From an optimization exercise on the open Yosys and OpenROAD flow, aimed at small area and a short achievable clock period; shortcuts taken in it are not production practice. Function was checked by simulation only, so behaviour that the tests miss may differ from the original. The flow treats the clock pin as an ideal source, which a real chip does not have. Power figures rest on the tool's default switching activity, not on a simulated workload.

## build 77
// alu_top
module alu_top (clk, A, B, sel, Cin, Y, Zero);
	input clk;
	input [31:0] A, B;
	input [3:0] sel;
	input Cin;
	output [31:0] Y;
	output Zero;
	reg [31:0] a_q, b_q;
	reg [3:0]  sel_q;
	reg        cin_q;
	reg [31:0] y_q;
	reg        zero_q;
	wire [31:0] y_d;
	wire        zero_d;
	ALU u_alu (.A(a_q), .B(b_q), .sel(sel_q), .Cin(cin_q), .Y(y_d), .Zero(zero_d));
	always @(posedge clk) begin
		a_q    <= A;
		b_q    <= B;
		sel_q  <= sel;
		cin_q  <= Cin;
		y_q    <= y_d;
		zero_q <= zero_d;
	end
	assign Y    = y_q;
	assign Zero = zero_q;
endmodule
Size: about 1400 cells after synthesis, ~13000 µm² of cells after synthesis.
Settings: LEC_CHECK=0, CAP_MARGIN=20, CORE_MARGIN=2, CORE_UTILIZATION=40, HOLD_SLACK_MARGIN=0.1, PLACE_DENSITY=0.55, SETUP_SLACK_MARGIN=3.0, SLEW_MARGIN=20, SYNTH_HIERARCHICAL=1, SYNTH_MINIMUM_KEEP_SIZE=0; clock period 7.0 ns.
standard.sh (not shown) runs the stock make flow with config.mk's settings and CLKGATE_MAP_FILE= SYNTH_SCRIPT=/design/flow/synth_recipe.tcl, a recipe that flattens the netlist after the stock synthesis.
==> flow/flow/run.sh <==
#!/bin/bash
# Standard ORFS flow (the standard.sh) with these changes:
#  - netopt.py: after synthesis, two local rewrites of the gate netlist (registers
#    untouched): and2 cells on widely shared signals become nor2 cells on shared
#    inverted copies, and full adders are used in inverted form where that removes
#    inverters between them (a full adder is self-dual)
#  - ports.tcl: port buffers with chosen cells (DONT_BUFFER_PORTS skips ORFS's own call)
#  - skew.tcl: output registers clocked from taps of a delayed clock branch (before CTS)
#  - CTS without latency balancing, so that the branch keeps its delay
# standard.sh writes the full ORFS logs under orfs/logs; console output goes to *.log here.
set -e
F=$PWD/flow
R=$PWD/orfs/results/sky130hd/alu_top/base
source $F/params.sh
ARGS=(DONT_BUFFER_PORTS=1 PRE_GLOBAL_PLACE_TCL=$F/ports.tcl PRE_CTS_TCL=$F/skew.tcl
  "CTS_ARGS=-sink_clustering_enable -repair_clock_nets -no_insertion_delay")
bash standard.sh "${ARGS[@]}" $R/1_2_yosys.v > synth.log 2>&1
if [[ "${FLOW_NETOPT:-1}" == 1 ]]; then
  python3 $F/netopt.py $R/1_2_yosys.v $R/1_2_yosys.flip.v > netopt.log 2>&1
  cp $R/1_2_yosys.v $R/1_2_yosys.orig.v
  mv $R/1_2_yosys.flip.v $R/1_2_yosys.v
fi
bash standard.sh "${ARGS[@]}" finish > standard.log 2>&1
Other scripts of this flow, unchanged in this note and not shown: flow/flow/netopt.py, flow/flow/params.sh, flow/flow/ports.tcl, flow/flow/skew.tcl
Build 77: complete, dirty (negative hold slack)
What build 90 does differently from build 77 at the input level:
- CORE_UTILIZATION: 40 -> 30
- PLACE_DENSITY: 0.55 -> 0.5
- CTS_BUF_LIST: unset -> sky130_fd_sc_hd__clkbuf_8
Findings:
No crash in build 90: every stage finished, but the layout fails its final checks due to negative hold slack. Re number of flip-flops and latches: no difference whatsoever between build 77 and build 90. Cell area after layout ended up about 2.2% lower on build 90 than on build 77. Summary of build 90 over build 77: final total power now sits lower; power density over the cells now sits lower; setup slack now sits lower; pre-CTS setup slack now sits higher. The lower required time reported for the critical path endpoint of build 77 and build 90 is in build 90. Looking at critical path depth, build 90 sits 17 lower than build 77 does. Build 90 against build 77: vertical die dimension has increased; total routing usage reported by global routing has decreased; number of antenna violations at the first check in global routing has increased.
### build 90 -> build 18
- CTS_BUF_LIST no longer set, was sky130_fd_sc_hd__clkbuf_8
Notes after the runs:
Build 90 leaves more setup margin than build 18.
| final wirelength | build 18 vs build 90 | worse |
As far as number of tap instances goes, build 18 and build 90 are indistinguishable; the numbers are identical.
NOTE total non-filler cell area in the finished layout build 90->build 18 increased slightly
Per the final summary, build 18 finished and its layout is clean on timing, DRC and antenna.
## Diff of input files: build 71 against build 18
- putting CTS_BUF_LIST at sky130_fd_sc_hd__clkbuf_8 where nothing was set
-- flow/flow/run.sh --
<<< build 18, line 9
#  - CTS without latency balancing, so that the branch keeps its delay
# standard.sh writes the full ORFS logs under orfs/logs; console output goes to *.log here.
>>> build 71, line 9
#  - CTS without latency balancing, so that the branch keeps its delay
#  - holdfix.tcl: a hold repair after CTS that is not held back by the setup margin
# standard.sh writes the full ORFS logs under orfs/logs; console output goes to *.log here.
<<< build 18, line 14
source $F/params.sh
ARGS=(DONT_BUFFER_PORTS=1 PRE_GLOBAL_PLACE_TCL=$F/ports.tcl PRE_CTS_TCL=$F/skew.tcl
  "CTS_ARGS=-sink_clustering_enable -repair_clock_nets -no_insertion_delay")
>>> build 71, line 15
source $F/params.sh
ARGS=(DONT_BUFFER_PORTS=1 PRE_GLOBAL_PLACE_TCL=$F/ports.tcl PRE_CTS_TCL=$F/skew.tcl POST_CTS_TCL=$F/holdfix.tcl
  "CTS_ARGS=-sink_clustering_enable -repair_clock_nets -no_insertion_delay")
==> flow/flow/holdfix.tcl (new file) <==
# After CTS's own repair: one more hold repair without the setup margin. With
# SETUP_SLACK_MARGIN set, repair_timing will not put a hold buffer on a path whose
# setup slack is below that margin, and can leave hold violations; here setup only
# has to stay met.
estimate_parasitics -placement
repair_timing -hold -hold_margin $::env(HOLD_SLACK_MARGIN) -verbose
detailed_placement
check_placement -verbose
==> run notes <==
On overall track demand over capacity in global routing, build 71 tracks build 18 almost exactly.
From build 18 to build 71 the numbers moved as follows: global-route met3 utilization up 0.45 points, routed wire length moved up, power in the clock group shrank by about 12%, endpoint required time on the critical path grew by 110 ps.
Build 71 — leakage power total 7.7% higher, build 18 as reference
HPWL after detailed placement of build 18 is on par with build 71.
Setup slack of the critical path after layout: build 71 vs build 18 down 49 ps
Cell internal power dissipation grows slightly when moving from build 18 to build 71.

Setup of run 1:
alu_top, a different RTL version from the one above (not shown whole).
Size: roughly 100 flip-flops, roughly 100 I/O pins, ~14000 sq um of cells after synthesis.
clock: 7.0 ns
lec_check: 0
cap_margin: 20
core_margin: 2
core_utilization: 30
place_density: 0.5
setup_slack_margin: 3.5
slew_margin: 20
==> flow/flow/run.sh <==
#!/bin/bash
# Standard ORFS flow (the standard.sh) with three hooks:
#  - ports.tcl: port buffers with chosen cells (DONT_BUFFER_PORTS skips ORFS's own call)
#  - skew.tcl: output registers clocked from a delayed clock branch (before CTS)
#  - CTS without latency balancing, so that the branch keeps its delay
set -e
F=$PWD/flow
export FLOW_SKEW_NDLY=${FLOW_SKEW_NDLY:-2}
export FLOW_SKEW_CELL=${FLOW_SKEW_CELL:-sky130_fd_sc_hd__clkdlybuf4s50_1}
export FLOW_INBUF=${FLOW_INBUF:-sky130_fd_sc_hd__buf_1}
export FLOW_OUTBUF=${FLOW_OUTBUF:-sky130_fd_sc_hd__buf_4}
bash standard.sh DONT_BUFFER_PORTS=1 PRE_GLOBAL_PLACE_TCL=$F/ports.tcl PRE_CTS_TCL=$F/skew.tcl \
  "CTS_ARGS=-sink_clustering_enable -repair_clock_nets -no_insertion_delay" finish > standard.log 2>&1
==> flow/flow/ports.tcl <==
# Buffer every input and output port, as the standard flow does, with smaller cells.
buffer_ports -inputs -buffer_cell $::env(FLOW_INBUF)
buffer_ports -outputs -buffer_cell $::env(FLOW_OUTBUF)
==> flow/flow/skew.tcl <==
# Useful skew for the register-to-register paths: the output registers (y_q*, zero_q)
# take their clock from a delayed copy of the clock, so the ALU paths from the input
# registers get more time. Runs before CTS; CTS then builds a tree on each clock net.
proc my_insert_skew {ndly dlycell} {
  set block [ord::get_db_block]
  set clknet [$block findNet clk]
  set ys {}
  set sx 0; set sy 0
  foreach inst [$block getInsts] {
    set n [$inst getName]
    if {[string match "y_q*" $n] || [string match "zero_q*" $n]} {
      lappend ys $inst
      set loc [$inst getLocation]
      set sx [expr {$sx + [lindex $loc 0]}]; set sy [expr {$sy + [lindex $loc 1]}]
    }
  }
  set cx [expr {int($sx / [llength $ys])}]; set cy [expr {int($sy / [llength $ys])}]
  set master [[ord::get_db] findMaster $dlycell]
  set prev $clknet
  for {set i 0} {$i < $ndly} {incr i} {
    set inst [odb::dbInst_create $block $master "skewdly_$i"]
    $inst setLocation $cx $cy
    $inst setPlacementStatus PLACED
    set out [odb::dbNet_create $block "clk_skew_$i"]
    $out setSigType CLOCK
    [$inst findITerm A] connect $prev
    [$inst findITerm X] connect $out
    set prev $out
  }
  foreach inst $ys {
    set it [$inst findITerm CLK]
    $it disconnect
    $it connect $prev
  }
  puts "my_insert_skew: [llength $ys] registers behind $ndly x $dlycell at $cx $cy"
}
my_insert_skew $::env(FLOW_SKEW_NDLY) $::env(FLOW_SKEW_CELL)
Both conditions hold for run 1: the flow ran to the end and the final layout passed the timing, design-rule and antenna checks.
Inputs modified between run 1 and run 2:
Settings: SETUP_SLACK_MARGIN: 3.5 -> 3.0.
--- a/flow/flow/run.sh
+++ b/flow/flow/run.sh
@@ -7,7 +7,6 @@
 F=$PWD/flow
-export FLOW_SKEW_NDLY=${FLOW_SKEW_NDLY:-2}
-export FLOW_SKEW_CELL=${FLOW_SKEW_CELL:-sky130_fd_sc_hd__clkdlybuf4s50_1}
+export FLOW_SKEW_CELLS=${FLOW_SKEW_CELLS:-"sky130_fd_sc_hd__clkdlybuf4s50_1 sky130_fd_sc_hd__clkdlybuf4s50_1 sky130_fd_sc_hd__clkdlybuf4s25_1"}
 export FLOW_INBUF=${FLOW_INBUF:-sky130_fd_sc_hd__buf_1}
 export FLOW_OUTBUF=${FLOW_OUTBUF:-sky130_fd_sc_hd__buf_4}
-bash standard.sh DONT_BUFFER_PORTS=1 PRE_GLOBAL_PLACE_TCL=$F/ports.tcl PRE_CTS_TCL=$F/skew.tcl \
+bash standard.sh RECOVER_POWER=100 DONT_BUFFER_PORTS=1 PRE_GLOBAL_PLACE_TCL=$F/ports.tcl PRE_CTS_TCL=$F/skew.tcl \
   "CTS_ARGS=-sink_clustering_enable -repair_clock_nets -no_insertion_delay" finish > standard.log 2>&1
--- a/flow/flow/skew.tcl
+++ b/flow/flow/skew.tcl
@@ -3,3 +3,3 @@
 # registers get more time. Runs before CTS; CTS then builds a tree on each clock net.
-proc my_insert_skew {ndly dlycell} {
+proc my_insert_skew {cells} {
   set block [ord::get_db_block]
@@ -17,5 +17,6 @@
   set cx [expr {int($sx / [llength $ys])}]; set cy [expr {int($sy / [llength $ys])}]
-  set master [[ord::get_db] findMaster $dlycell]
   set prev $clknet
-  for {set i 0} {$i < $ndly} {incr i} {
+  set i 0
+  foreach dlycell $cells {
+    set master [[ord::get_db] findMaster $dlycell]
     set inst [odb::dbInst_create $block $master "skewdly_$i"]
@@ -28,2 +29,3 @@
     set prev $out
+    incr i
   }
@@ -34,4 +36,4 @@
   }
-  puts "my_insert_skew: [llength $ys] registers behind $ndly x $dlycell at $cx $cy"
+  puts "my_insert_skew: [llength $ys] registers behind $cells at $cx $cy"
 }
-my_insert_skew $::env(FLOW_SKEW_NDLY) $::env(FLOW_SKEW_CELL)
+my_insert_skew $::env(FLOW_SKEW_CELLS)
==> run notes <==
Time the final worst path needs with I/O delays and setup (higher): run 2
Run 2: largest fanout on the critical path is 7 higher than what run 1 reported.
On critical path depth in cells, the lower figure sits with run 2, not run 1.
Placed instance area, run 2 vs run 1: down slightly
Run 2 finished all stages; layout check result: FAIL, due to hold timing.
Of run 1 and run 2, the higher worst path setup slack after routing belongs to run 1.
The inputs of run 3 differ from those of run 2 as listed below.
Settings: changing SETUP_SLACK_MARGIN from 3.0 to 4.5.
--- a/flow/flow/run.sh
+++ b/flow/flow/run.sh
@@ -10,3 +10,3 @@
 export FLOW_OUTBUF=${FLOW_OUTBUF:-sky130_fd_sc_hd__buf_4}
-bash standard.sh RECOVER_POWER=100 DONT_BUFFER_PORTS=1 PRE_GLOBAL_PLACE_TCL=$F/ports.tcl PRE_CTS_TCL=$F/skew.tcl \
+bash standard.sh DONT_BUFFER_PORTS=1 PRE_GLOBAL_PLACE_TCL=$F/ports.tcl PRE_CTS_TCL=$F/skew.tcl \
   "CTS_ARGS=-sink_clustering_enable -repair_clock_nets -no_insertion_delay" finish > standard.log 2>&1
### Flow results
- Of run 3 and run 2, not a single run came through the flow clean.
- Of the two values seen for end of the critical path, y_q[30] was produced by run 2 and y_q[31] by run 3.
- Number of well-tap cells placed came out exactly the same in run 3 and run 2.
- Of run 3 and run 2, run 3 shows the higher weighted congestion reported at the end of routability-driven placement, with run 2 below it.
- The run with more routed wire is run 3, not run 2.
- Clock network latency to the later pin of the worst-skew pair essentially unchanged between run 3 and run 2.
- On minimum clock period after layout, run 2 loses to run 3.
- Diff run 2 -> run 3 | fraction of the cycle the final worst path needs | decrease of 18 points
- As far as number of antenna-violating nets in the routed design goes, run 3 and run 2 are indistinguishable; the numbers are identical.
- Cmp run 3 and run 2 / final cell count / lower: run 2
For run 4, these inputs were changed with respect to run 3:
Settings: SETUP_SLACK_MARGIN: 4.5 -> 2.5.
==> flow/run.sh (new file) <==
#!/bin/bash
# synth_recipe.tcl (not shown) runs the flow's synth.tcl, then flattens the netlist and writes it again
# the make line also repeats each setting of config.mk as NAME=value (left out here)
make -C /OpenROAD-flow-scripts/flow DESIGN_CONFIG=/design/flow/config.mk WORK_HOME=/design/flow/orfs CLKGATE_MAP_FILE= SYNTH_SCRIPT=/design/flow/synth_recipe.tcl finish
removed: flow/flow/run.sh
removed: flow/flow/ports.tcl
removed: flow/flow/skew.tcl
removed: flow/standard.sh
==> comparison <==
- Run 4: flow completed, timing, DRC and antenna clean
- The higher final hold slack of run 4 and run 3 is in run 4.
- Run 4 ends up with a finished layout cell area that is about 9% lower than in run 3.
- Diff run 4..run 3 | clock-pin slew of the registers on the worst-case setup and hold paths | negligible
- Summary of the comparison: portion of total power attributed to the clock network is lower in run 4, relative to run 3.
- In the reports for run 4 and run 3, the larger worst setup slack belongs to run 3.
- Between run 3 and run 4, the cell count went down.
- Re relative contribution of sequential cells to total power: run 4 and run 3 aren't equal, and the higher value belongs to run 3.
- Compared to run 3, run 4 has first-pass GRT wire length about 8% lower.

## separate check: timing with driven ports
How much do the figures lean on ideal ports? The routed layouts below were timed once more, with nothing changed but the port constraints.
Step 1 (the two cells are an assumption about what drives the block):
set clk [get_ports {clk}]
set_driving_cell -lib_cell sky130_fd_sc_hd__clkbuf_16 $clk
set_driving_cell -lib_cell sky130_fd_sc_hd__buf_2 [delete_from_list [all_inputs] $clk]
Step 2, shift: input delay + t, output delay - t, t = (earliest + latest rising clock arrival at the registers) / 2. This alone moves slack from input paths to output paths.
a / b / c = ideal ports / drivers / drivers and shift; a / b = the first two.
run | t (ns) | setup slack, ns | hold WS [ns] | worst setup path at the end | latest minus earliest clock arrival (ns)
build 77 | 1.242 | 3.092 / 3.073 / 3.092 | -0.713 / -0.713 / -0.713 | register to register | 1.721 / 1.720
build 90 | 1.246 | 3.078 / 3.028 / 3.140 | -0.704 / -0.704 / -0.704 | register to register | 1.674 / 1.674
build 18 | 1.252 | 3.071 / 3.068 / 3.071 | 0.033 / 0.033 / 0.033 | register to register | 1.673 / 1.673
build 71 | 1.253 | 3.021 / 3.021 / 3.021 | 0.068 / 0.068 / 0.068 | register to register | 1.677 / 1.677
run 1 | 1.123 | 2.887 / 2.887 / 2.887 | 0.032 / 0.032 / 0.032 | register to register | 1.386 / 1.386
run 2 | 1.263 | 1.916 / 1.916 / 1.916 | -0.042 / -0.042 / -0.042 | register to register | 1.671 / 1.672
run 3 | 1.260 | 3.154 / 3.130 / 3.154 | -0.048 / -0.048 / -0.048 | register to register | 1.657 / 1.658
run 4 | 0.452 | 1.322 / 1.322 / 1.322 | 0.636 / 0.636 / 0.636 | register to register | 0.016 / 0.016
In 7 of these runs the clock reaches the registers at very different times; t lies between them, and the last value is a rough guide only.
